Source: an optimization exercise on an open RTL-to-GDS flow (aim: small area, a short achievable clock period and few clock cycles). Production flows keep margins and buffers that such runs may drop.
At most, simulation tests tie the RTL to the original design; equivalence was not proved.
Power is estimated from default activity; no workload was simulated.

// registers
module registers (
	input				axi_clk,
	input		[11:0]	h2f_axi_awid,
	input		[29:0]	h2f_axi_awaddr,
	input				h2f_axi_awvalid,
	output	reg			h2f_axi_awready,
	input		[31:0]	h2f_axi_wdata,
	input		[3:0]	h2f_axi_wstrb,
	input				h2f_axi_wlast,
	input				h2f_axi_wvalid,
	output	reg			h2f_axi_wready,
	output		[11:0]	h2f_axi_bid,
	output		[1:0]	h2f_axi_bresp,
	output	reg			h2f_axi_bvalid,
	input				h2f_axi_bready,
	input		[11:0]	h2f_axi_arid,
	input		[29:0]	h2f_axi_araddr,
	input		[3:0]	h2f_axi_arlen,
	input				h2f_axi_arvalid,
	output	reg			h2f_axi_arready,
	output		[11:0]	h2f_axi_rid,
	output	reg	[31:0]	h2f_axi_rdata,
	output		[1:0]	h2f_axi_rresp,
	output	reg			h2f_axi_rlast,
	output	reg			h2f_axi_rvalid,
	input				h2f_axi_rready,
	input		[31:0]	reg_fpga_rev,
	input				reg_sw1_4,
	input				reg_sw1_3,
	input				reg_sw1_2,
	input				reg_sw1_1,
	output	reg			reg_jp3_4,
	output	reg			reg_jp3_3,
	output	reg			reg_jp3_2,
	output	reg			reg_jp3_1,
	output	reg			reg_led_8,
	output	reg			reg_led_7,
	output	reg			reg_led_6,
	input				reg_led_5,
	output	reg	[20:1]	reg_jp5,
	output	reg	[6:1]	reg_jp4_rxn,
	output	reg	[6:1]	reg_jp4_rxp,
	output	reg	[6:1]	reg_jp4_txn,
	output	reg	[6:1]	reg_jp4_txp,
	input				axi_rst
);
Size in the first run: roughly 130 flip-flops, roughly 290 I/O pins, roughly 5700 sq um of cells after synthesis.
Settings: LEC_CHECK=0, CAP_MARGIN=20, CORE_AREA=10 10 150 150, CTS_BUF_LIST=sky130_fd_sc_hd__clkbuf_8, CTS_CLUSTER_SIZE=40, DIE_AREA=0 0 160 160, PLACE_DENSITY=0.5, SETUP_SLACK_MARGIN=2.2, SLEW_MARGIN=20, SYNTH_HIERARCHICAL=1, TNS_END_PERCENT=20; clock period 4.0 ns.
standard.sh (not shown) runs the stock make flow with config.mk's settings and CLKGATE_MAP_FILE= SYNTH_SCRIPT=/design/flow/synth_recipe.tcl, a recipe that flattens the netlist after the stock synthesis.
==> flow/flow/run.sh <==
#!/bin/bash
set -euo pipefail
bash standard.sh 'BUFFER_PORTS_ARGS=-buffer_cell sky130_fd_sc_hd__buf_1' \
  'CTS_ARGS=-sink_clustering_enable -repair_clock_nets -buf_list sky130_fd_sc_hd__clkbuf_8 -sink_clustering_size 40 -dont_use_dummy_load' \
  finish > make.log 2>&1
Rerun with:
--- a/flow/design.v
+++ b/flow/design.v
@@ -87,28 +87,27 @@
 	wire [3:0] adec = {ra == 5'd3, ra == 5'd2, ra == 5'd1, ra == 5'd0};
 	wire [3:0] sel = eng ? esel : adec;
 	wire [4:0] addr1 = addr + 5'd1;
 	wire rfirst   = ar_hs | eng_new;
 	wire eng_n    = rload ? (rrem != 4'd0) : (eng | ar_hs);
 	wire eng_new_n = ~rload & (eng_new | ar_hs);
 	wire rvalid_n = rload | (h2f_axi_rvalid & ~h2f_axi_rready);
 	wire [31:0] w1 = {12'b0, reg_sw1_4, reg_sw1_3, reg_sw1_2, reg_sw1_1, 4'b0,
 	                  reg_jp3_4, reg_jp3_3, reg_jp3_2, reg_jp3_1, 4'b0,
 	                  reg_led_8, reg_led_7, reg_led_6, reg_led_5};
 	wire [31:0] w2 = {12'b0, reg_jp5};
 	wire [31:0] w3 = {2'b0, reg_jp4_rxn, 2'b0, reg_jp4_rxp, 2'b0, reg_jp4_txn, 2'b0, reg_jp4_txp};
-	wire stall = h2f_axi_rvalid & ~h2f_axi_rready;
-	wire [3:0] rs = sel & {4{dir & ~stall}};
-	wire rs_w = ~dir & h2f_axi_wready;
-	wire rs_h = dir ? stall : ~h2f_axi_wready;
+	wire [3:0] rs = sel & {4{rload}};
+	wire rs_w = ~rload & w_hs;
+	wire rs_h = ~rload & ~w_hs;
 	wire [31:0] rdata_n;
 	registers_ao6 u_rd0 (rs[0], reg_fpga_rev[0], rs[1], w1[0], rs[2], w2[0], rs[3], w3[0], rs_w, wcap[0], rs_h, h2f_axi_rdata[0], rdata_n[0]);
 	registers_ao6 u_rd1 (rs[0], reg_fpga_rev[1], rs[1], w1[1], rs[2], w2[1], rs[3], w3[1], rs_w, wcap[1], rs_h, h2f_axi_rdata[1], rdata_n[1]);
 	registers_ao6 u_rd2 (rs[0], reg_fpga_rev[2], rs[1], w1[2], rs[2], w2[2], rs[3], w3[2], rs_w, wcap[2], rs_h, h2f_axi_rdata[2], rdata_n[2]);
 	registers_ao6 u_rd3 (rs[0], reg_fpga_rev[3], rs[1], w1[3], rs[2], w2[3], rs[3], w3[3], rs_w, wcap[3], rs_h, h2f_axi_rdata[3], rdata_n[3]);
 	registers_ao5 u_rd4 (rs[0], reg_fpga_rev[4], rs[2], w2[4], rs[3], w3[4], rs_w, wcap[4], rs_h, h2f_axi_rdata[4], rdata_n[4]);
 	registers_ao5 u_rd5 (rs[0], reg_fpga_rev[5], rs[2], w2[5], rs[3], w3[5], rs_w, wcap[5], rs_h, h2f_axi_rdata[5], rdata_n[5]);
 	registers_ao4 u_rd6 (rs[0], reg_fpga_rev[6], rs[2], w2[6], rs_w, wcap[6], rs_h, h2f_axi_rdata[6], rdata_n[6]);
 	registers_ao4 u_rd7 (rs[0], reg_fpga_rev[7], rs[2], w2[7], rs_w, wcap[7], rs_h, h2f_axi_rdata[7], rdata_n[7]);
 	registers_ao6 u_rd8 (rs[0], reg_fpga_rev[8], rs[1], w1[8], rs[2], w2[8], rs[3], w3[8], rs_w, wcap[8], rs_h, h2f_axi_rdata[8], rdata_n[8]);
 	registers_ao6 u_rd9 (rs[0], reg_fpga_rev[9], rs[1], w1[9], rs[2], w2[9], rs[3], w3[9], rs_w, wcap[9], rs_h, h2f_axi_rdata[9], rdata_n[9]);
 	registers_ao6 u_rd10 (rs[0], reg_fpga_rev[10], rs[1], w1[10], rs[2], w2[10], rs[3], w3[10], rs_w, wcap[10], rs_h, h2f_axi_rdata[10], rdata_n[10]);
=> Sequential share of layout area rose by 0.40 points. Synthesized area rose slightly. Cell count rose slightly. Non-clock buffer count rose by 6. Wire length fell by roughly a tenth.
Testbench counts after the change, summed over its fixed seeds: cycles 12,061.
Function not checked in the first run of this note: the RTL went through the layout flow alone.

---

The RTL this note starts from:
==> flow/design.v <==
module registers (
	input				axi_clk,
	input		[11:0]	h2f_axi_awid,
	input		[29:0]	h2f_axi_awaddr,
	input				h2f_axi_awvalid,
	output	reg			h2f_axi_awready,
	input		[31:0]	h2f_axi_wdata,
	input		[3:0]	h2f_axi_wstrb,
	input				h2f_axi_wlast,
	input				h2f_axi_wvalid,
	output	reg			h2f_axi_wready,
	output		[11:0]	h2f_axi_bid,
	output		[1:0]	h2f_axi_bresp,
	output	reg			h2f_axi_bvalid,
	input				h2f_axi_bready,
	input		[11:0]	h2f_axi_arid,
	input		[29:0]	h2f_axi_araddr,
	input		[3:0]	h2f_axi_arlen,
	input				h2f_axi_arvalid,
	output	reg			h2f_axi_arready,
	output		[11:0]	h2f_axi_rid,
	output	reg	[31:0]	h2f_axi_rdata,
	output		[1:0]	h2f_axi_rresp,
	output	reg			h2f_axi_rlast,
	output	reg			h2f_axi_rvalid,
	input				h2f_axi_rready,
	input		[31:0]	reg_fpga_rev,
	input				reg_sw1_4,
	input				reg_sw1_3,
	input				reg_sw1_2,
	input				reg_sw1_1,
	output	reg			reg_jp3_4,
	output	reg			reg_jp3_3,
	output	reg			reg_jp3_2,
	output	reg			reg_jp3_1,
	output	reg			reg_led_8,
	output	reg			reg_led_7,
	output	reg			reg_led_6,
	input				reg_led_5,
	output	reg	[20:1]	reg_jp5,
	output	reg	[6:1]	reg_jp4_rxn,
	output	reg	[6:1]	reg_jp4_rxp,
	output	reg	[6:1]	reg_jp4_txn,
	output	reg	[6:1]	reg_jp4_txp,
	input				axi_rst
);
	assign h2f_axi_bresp = 2'b00;
	assign h2f_axi_rresp = 2'b00;
	reg		[11:0]	oid;
	assign h2f_axi_bid = oid;
	assign h2f_axi_rid = oid;
	reg				dir;		 
	reg				wact;		 
	reg				wfirst;		 
	reg				wbuf;		 
	reg				wapply;		 
	reg				bpend;		 
	reg				eng;		 
	reg				eng_new;	 
	reg		[4:0]	addr;		 
	reg		[3:0]	aux;		 
	reg		[11:0]	xid;		 
	reg		[3:0]	esel;		 
	wire aw_hs = h2f_axi_awvalid & h2f_axi_awready;
	wire w_hs  = h2f_axi_wvalid  & h2f_axi_wready;
	wire ar_hs = h2f_axi_arvalid & h2f_axi_arready;
	wire hs_id = aw_hs | ar_hs;
	wire [11:0] id_in = dir ? h2f_axi_arid : h2f_axi_awid;
	wire [3:0] hstb = {h2f_axi_rdata[31], h2f_axi_rdata[30], h2f_axi_rdata[23], h2f_axi_rdata[22]};
	wire [31:0] wcap = {h2f_axi_wstrb[3], h2f_axi_wstrb[2], h2f_axi_wdata[29:24],
	                    h2f_axi_wstrb[1], h2f_axi_wstrb[0], h2f_axi_wdata[21:0]};
	wire wk     = w_hs & (wact | aw_hs);		 
	wire lone_w = w_hs & ~wact & ~aw_hs;		 
	wire hb     = wbuf & aw_hs;					 
	wire bgen   = (wk & h2f_axi_wlast) | (hb & aux[0]);
	wire ob_free = ~h2f_axi_bvalid | h2f_axi_bready;
	wire wact_n   = (wact | aw_hs) & ~bgen;
	wire wfirst_n = aw_hs ? ~(w_hs | wbuf) : (wfirst & ~w_hs);
	wire wbuf_n   = (wbuf & ~aw_hs) | lone_w;
	wire wapply_n = wk | hb;
	wire bpend_n  = (bpend | bgen) & ~ob_free;
	wire bvalid_n = bgen | bpend | (h2f_axi_bvalid & ~h2f_axi_bready);
	wire out_free = ~h2f_axi_rvalid | h2f_axi_rready;
	wire rload    = (ar_hs | eng) & out_free;		 
	wire [3:0] rrem = eng ? aux : h2f_axi_arlen;
	wire [4:0] ra = h2f_axi_araddr[6:2];
	wire [3:0] adec = {ra == 5'd3, ra == 5'd2, ra == 5'd1, ra == 5'd0};
	wire [3:0] sel = eng ? esel : adec;
	wire [4:0] addr1 = addr + 5'd1;
	wire rfirst   = ar_hs | eng_new;
	wire eng_n    = rload ? (rrem != 4'd0) : (eng | ar_hs);
	wire eng_new_n = ~rload & (eng_new | ar_hs);
	wire rvalid_n = rload | (h2f_axi_rvalid & ~h2f_axi_rready);
	wire [31:0] w1 = {12'b0, reg_sw1_4, reg_sw1_3, reg_sw1_2, reg_sw1_1, 4'b0,
	                  reg_jp3_4, reg_jp3_3, reg_jp3_2, reg_jp3_1, 4'b0,
	                  reg_led_8, reg_led_7, reg_led_6, reg_led_5};
	wire [31:0] w2 = {12'b0, reg_jp5};
	wire [31:0] w3 = {2'b0, reg_jp4_rxn, 2'b0, reg_jp4_rxp, 2'b0, reg_jp4_txn, 2'b0, reg_jp4_txp};
	wire [31:0] word = ({32{sel[0]}} & reg_fpga_rev) | ({32{sel[1]}} & w1) |
	                   ({32{sel[2]}} & w2) | ({32{sel[3]}} & w3);
	wire wbusy_n = wact_n | wbuf_n | bpend_n | bvalid_n | wapply_n;
	wire rbusy_n = rvalid_n | eng_n;
	wire wbusy   = wact | wbuf | bpend | h2f_axi_bvalid | wapply;
	wire rbusy   = h2f_axi_rvalid | eng;
	wire dir_n   = wbusy_n ? 1'b0 :
	               rbusy_n ? 1'b1 :
	               wbusy   ? 1'b1 :
	               rbusy   ? 1'b0 :
	               dir     ? ~(h2f_axi_awvalid | h2f_axi_wvalid) :
	                         h2f_axi_arvalid;
	wire widle_n = ~wact_n & ~bpend_n & ~rbusy_n & ~dir_n;
	always @(posedge axi_clk) begin
		if (axi_rst) begin
			dir             <= 1'b0;
			wact            <= 1'b0;
			wfirst          <= 1'b0;
			wbuf            <= 1'b0;
			wapply          <= 1'b0;
			bpend           <= 1'b0;
			eng             <= 1'b0;
			eng_new         <= 1'b0;
			h2f_axi_bvalid  <= 1'b0;
			h2f_axi_rvalid  <= 1'b0;
			h2f_axi_awready <= 1'b0;
			h2f_axi_wready  <= 1'b0;
			h2f_axi_arready <= 1'b0;
		end else begin
			dir             <= dir_n;
			wact            <= wact_n;
			wfirst          <= wfirst_n;
			wbuf            <= wbuf_n;
			wapply          <= wapply_n;
			bpend           <= bpend_n;
			eng             <= eng_n;
			eng_new         <= eng_new_n;
			h2f_axi_bvalid  <= bvalid_n;
			h2f_axi_rvalid  <= rvalid_n;
			h2f_axi_awready <= widle_n;
			h2f_axi_wready  <= wact_n | (widle_n & ~wbuf_n);
			h2f_axi_arready <= ~eng_n & ~wbusy_n & dir_n;
		end
	end
	always @(posedge axi_clk) begin
		if (aw_hs)
			addr <= h2f_axi_awaddr[6:2];
		else if (w_hs & ~wfirst & wact)
			addr <= addr1;
		else if (ar_hs)
			addr <= ra;
		else if (rload & ~eng_new)
			addr <= addr1;
		if (ar_hs)
			esel <= out_free ? {adec[2:0], ra == 5'd31} : adec;
		else if (rload)
			esel <= {esel[2:0], eng_new ? addr == 5'd31 : addr == 5'd30};
		if (lone_w)
			aux[0] <= h2f_axi_wlast;
		else if (dir)
			aux <= rload ? rrem - 4'd1 : rrem;
		if (hs_id)
			xid <= id_in;
		if ((bgen | bpend) & ob_free | rload & rfirst)
			oid <= hs_id ? id_in : xid;
		if (rload) begin
			h2f_axi_rdata <= word;
			h2f_axi_rlast <= (rrem == 4'd0);
		end else if (w_hs)
			h2f_axi_rdata <= wcap;
	end
	wire wr1 = wapply & (addr == 5'd1);
	wire wr2 = wapply & (addr == 5'd2);
	wire wr3 = wapply & (addr == 5'd3);
	wire [31:0] wd1 = h2f_axi_rdata | {32{axi_rst}};		 
	wire [11:8] wd0 = h2f_axi_rdata[11:8] & {4{~axi_rst}};	 
	always @(posedge axi_clk) begin
		if (wr1 & hstb[1] | axi_rst) {reg_jp3_4, reg_jp3_3, reg_jp3_2, reg_jp3_1} <= wd0[11:8];
		if (wr1 & hstb[0] | axi_rst) {reg_led_8, reg_led_7, reg_led_6} <= wd1[3:1];
		if (wr2 & hstb[2] | axi_rst) reg_jp5[20:17] <= wd1[19:16];
		if (wr2 & hstb[1] | axi_rst) reg_jp5[16:9]  <= wd1[15:8];
		if (wr2 & hstb[0] | axi_rst) reg_jp5[8:1]   <= wd1[7:0];
		if (wr3 & hstb[3] | axi_rst) reg_jp4_rxn <= wd1[29:24];
		if (wr3 & hstb[2] | axi_rst) reg_jp4_rxp <= wd1[21:16];
		if (wr3 & hstb[1] | axi_rst) reg_jp4_txn <= wd1[13:8];
		if (wr3 & hstb[0] | axi_rst) reg_jp4_txp <= wd1[5:0];
	end
endmodule
==> flow/config.mk <==
export PLATFORM = sky130hd
export DESIGN_NAME = registers
export DESIGN_NICKNAME = registers
export VERILOG_FILES = /design/flow/design.v
export SDC_FILE = /design/flow/constraint.sdc
export NUM_CORES = 4
export LEC_CHECK = 0
export ABC_AREA = 1
export CAP_MARGIN = 20
export CORE_AREA = 10 10 150 150
export CTS_BUF_LIST = sky130_fd_sc_hd__clkbuf_8
export CTS_CLUSTER_SIZE = 40
export DIE_AREA = 0 0 160 160
export PLACE_DENSITY = 0.5
export SETUP_SLACK_MARGIN = 2.2
export SLEW_MARGIN = 20
export TNS_END_PERCENT = 20
==> flow/constraint.sdc <==
create_clock -name core_clock -period 4.0 [get_ports {axi_clk}]
set_input_delay 0.8000 -clock core_clock [delete_from_list [all_inputs] [get_ports {axi_clk}]]
set_output_delay 0.8000 -clock core_clock [all_outputs]
set_load 0.01 [all_outputs]
Scripts as last shown in full above: flow/flow/run.sh
==> next run, changes <==
--- a/flow/design.v
+++ b/flow/design.v
@@ -96,8 +96,15 @@
 	                  reg_led_8, reg_led_7, reg_led_6, reg_led_5};
 	wire [31:0] w2 = {12'b0, reg_jp5};
 	wire [31:0] w3 = {2'b0, reg_jp4_rxn, 2'b0, reg_jp4_rxp, 2'b0, reg_jp4_txn, 2'b0, reg_jp4_txp};
-	wire [31:0] word = ({32{sel[0]}} & reg_fpga_rev) | ({32{sel[1]}} & w1) |
-	                   ({32{sel[2]}} & w2) | ({32{sel[3]}} & w3);
+	wire stall = h2f_axi_rvalid & ~h2f_axi_rready;
+	wire [3:0] rs = sel & {4{dir & ~stall}};
+	wire rs_w = ~dir & h2f_axi_wready;
+	wire rs_h = dir ? stall : ~h2f_axi_wready;
+	wire [31:0] rdata_n = ({32{rs[0]}} & reg_fpga_rev) | ({32{rs[1]}} & w1) |
+	                      ({32{rs[2]}} & w2) | ({32{rs[3]}} & w3) |
+	                      ({32{rs_w}} & wcap) | ({32{rs_h}} & h2f_axi_rdata);
+	wire ohold = (h2f_axi_bvalid & ~h2f_axi_bready) | stall | (eng & ~eng_new);
+	wire xuse  = wact | bpend | eng_new;
 	wire wbusy_n = wact_n | wbuf_n | bpend_n | bvalid_n | wapply_n;
 	wire rbusy_n = rvalid_n | eng_n;
 	wire wbusy   = wact | wbuf | bpend | h2f_axi_bvalid | wapply;
@@ -141,31 +148,33 @@
 		end
 	end
 	always @(posedge axi_clk) begin
-		if (aw_hs)
-			addr <= h2f_axi_awaddr[6:2];
-		else if (w_hs & ~wfirst & wact)
-			addr <= addr1;
-		else if (ar_hs)
-			addr <= ra;
-		else if (rload & ~eng_new)
-			addr <= addr1;
-		if (ar_hs)
+		if (dir) begin
+			if (~eng)
+				addr <= ra;
+			else if (out_free & ~eng_new)
+				addr <= addr1;
+		end else begin
+			if (~wact)
+				addr <= h2f_axi_awaddr[6:2];
+			else if (w_hs & ~wfirst)
+				addr <= addr1;
+		end
+		if (eng) begin
+			if (out_free)
+				esel <= {esel[2:0], eng_new ? addr == 5'd31 : addr == 5'd30};
+		end else
 			esel <= out_free ? {adec[2:0], ra == 5'd31} : adec;
-		else if (rload)
-			esel <= {esel[2:0], eng_new ? addr == 5'd31 : addr == 5'd30};
-		if (lone_w)
+		if (dir)
+			aux <= out_free ? rrem - 4'd1 : rrem;
+		else if (~wbuf)
 			aux[0] <= h2f_axi_wlast;
-		else if (dir)
-			aux <= rload ? rrem - 4'd1 : rrem;
-		if (hs_id)
+		if (~xuse)
 			xid <= id_in;
-		if ((bgen | bpend) & ob_free | rload & rfirst)
+		if (~ohold)
 			oid <= hs_id ? id_in : xid;
-		if (rload) begin
-			h2f_axi_rdata <= word;
+		h2f_axi_rdata <= rdata_n;
+		if (~stall)
 			h2f_axi_rlast <= (rrem == 4'd0);
-		end else if (w_hs)
-			h2f_axi_rdata <= wcap;
 	end
 	wire wr1 = wapply & (addr == 5'd1);
 	wire wr2 = wapply & (addr == 5'd2);
Outcome: The changed run produced a clean layout; total power climbs by 7.6%; routed wire length increases by 2.7%; via count goes up by 3.5%; worst setup slack improved by 0.013 ns; critical path depth went down by 2; final cell count is higher by 4.3%; count of clock-buffer cells in the layout stays the same; die area is unchanged; design area goes up by 0.77%; core utilization rose by 0.30 points; combinational power rose by 19%; maximum frequency came out higher by 0.68%.
No run of this note included a check of the RTL's function; only the layout flow was run.

==> static timing again, ports no longer ideal <==
No port has a modelled driver above. Below, the same layouts with a new extraction and two added sets of constraints.
Step 1 sets driving cells, clkbuf_16 on the clock port and buf_2 on the other inputs (assumed; they add their load-dependent delay and slew).
Step 2 adds t to the input delays and takes it off the output delays; t is the mean of the earliest and latest rising clock arrival at the registers after step 1. Input paths then give back, and output paths get back, about the clock's delay inside the block.
a / b / c = no drivers / after step 1 / after step 2; a / b = the first two.
run	t (ns)	setup WS [ns]	worst setup path at the end	latest minus earliest clock arrival (ns)
the first run of note 1	0.457	2.178 / 2.147 / 1.723	input to register	0.026 / 0.026
the second run of note 1	0.460	2.156 / 2.121 / 1.721	input to register	0.034 / 0.033
the first run of note 2	0.462	2.152 / 2.117 / 1.697	input to register	0.031 / 0.031
the second run of note 2	0.468	2.164 / 2.124 / 1.817	input to register	0.035 / 0.035
After both steps setup and hold are still met in every run listed.
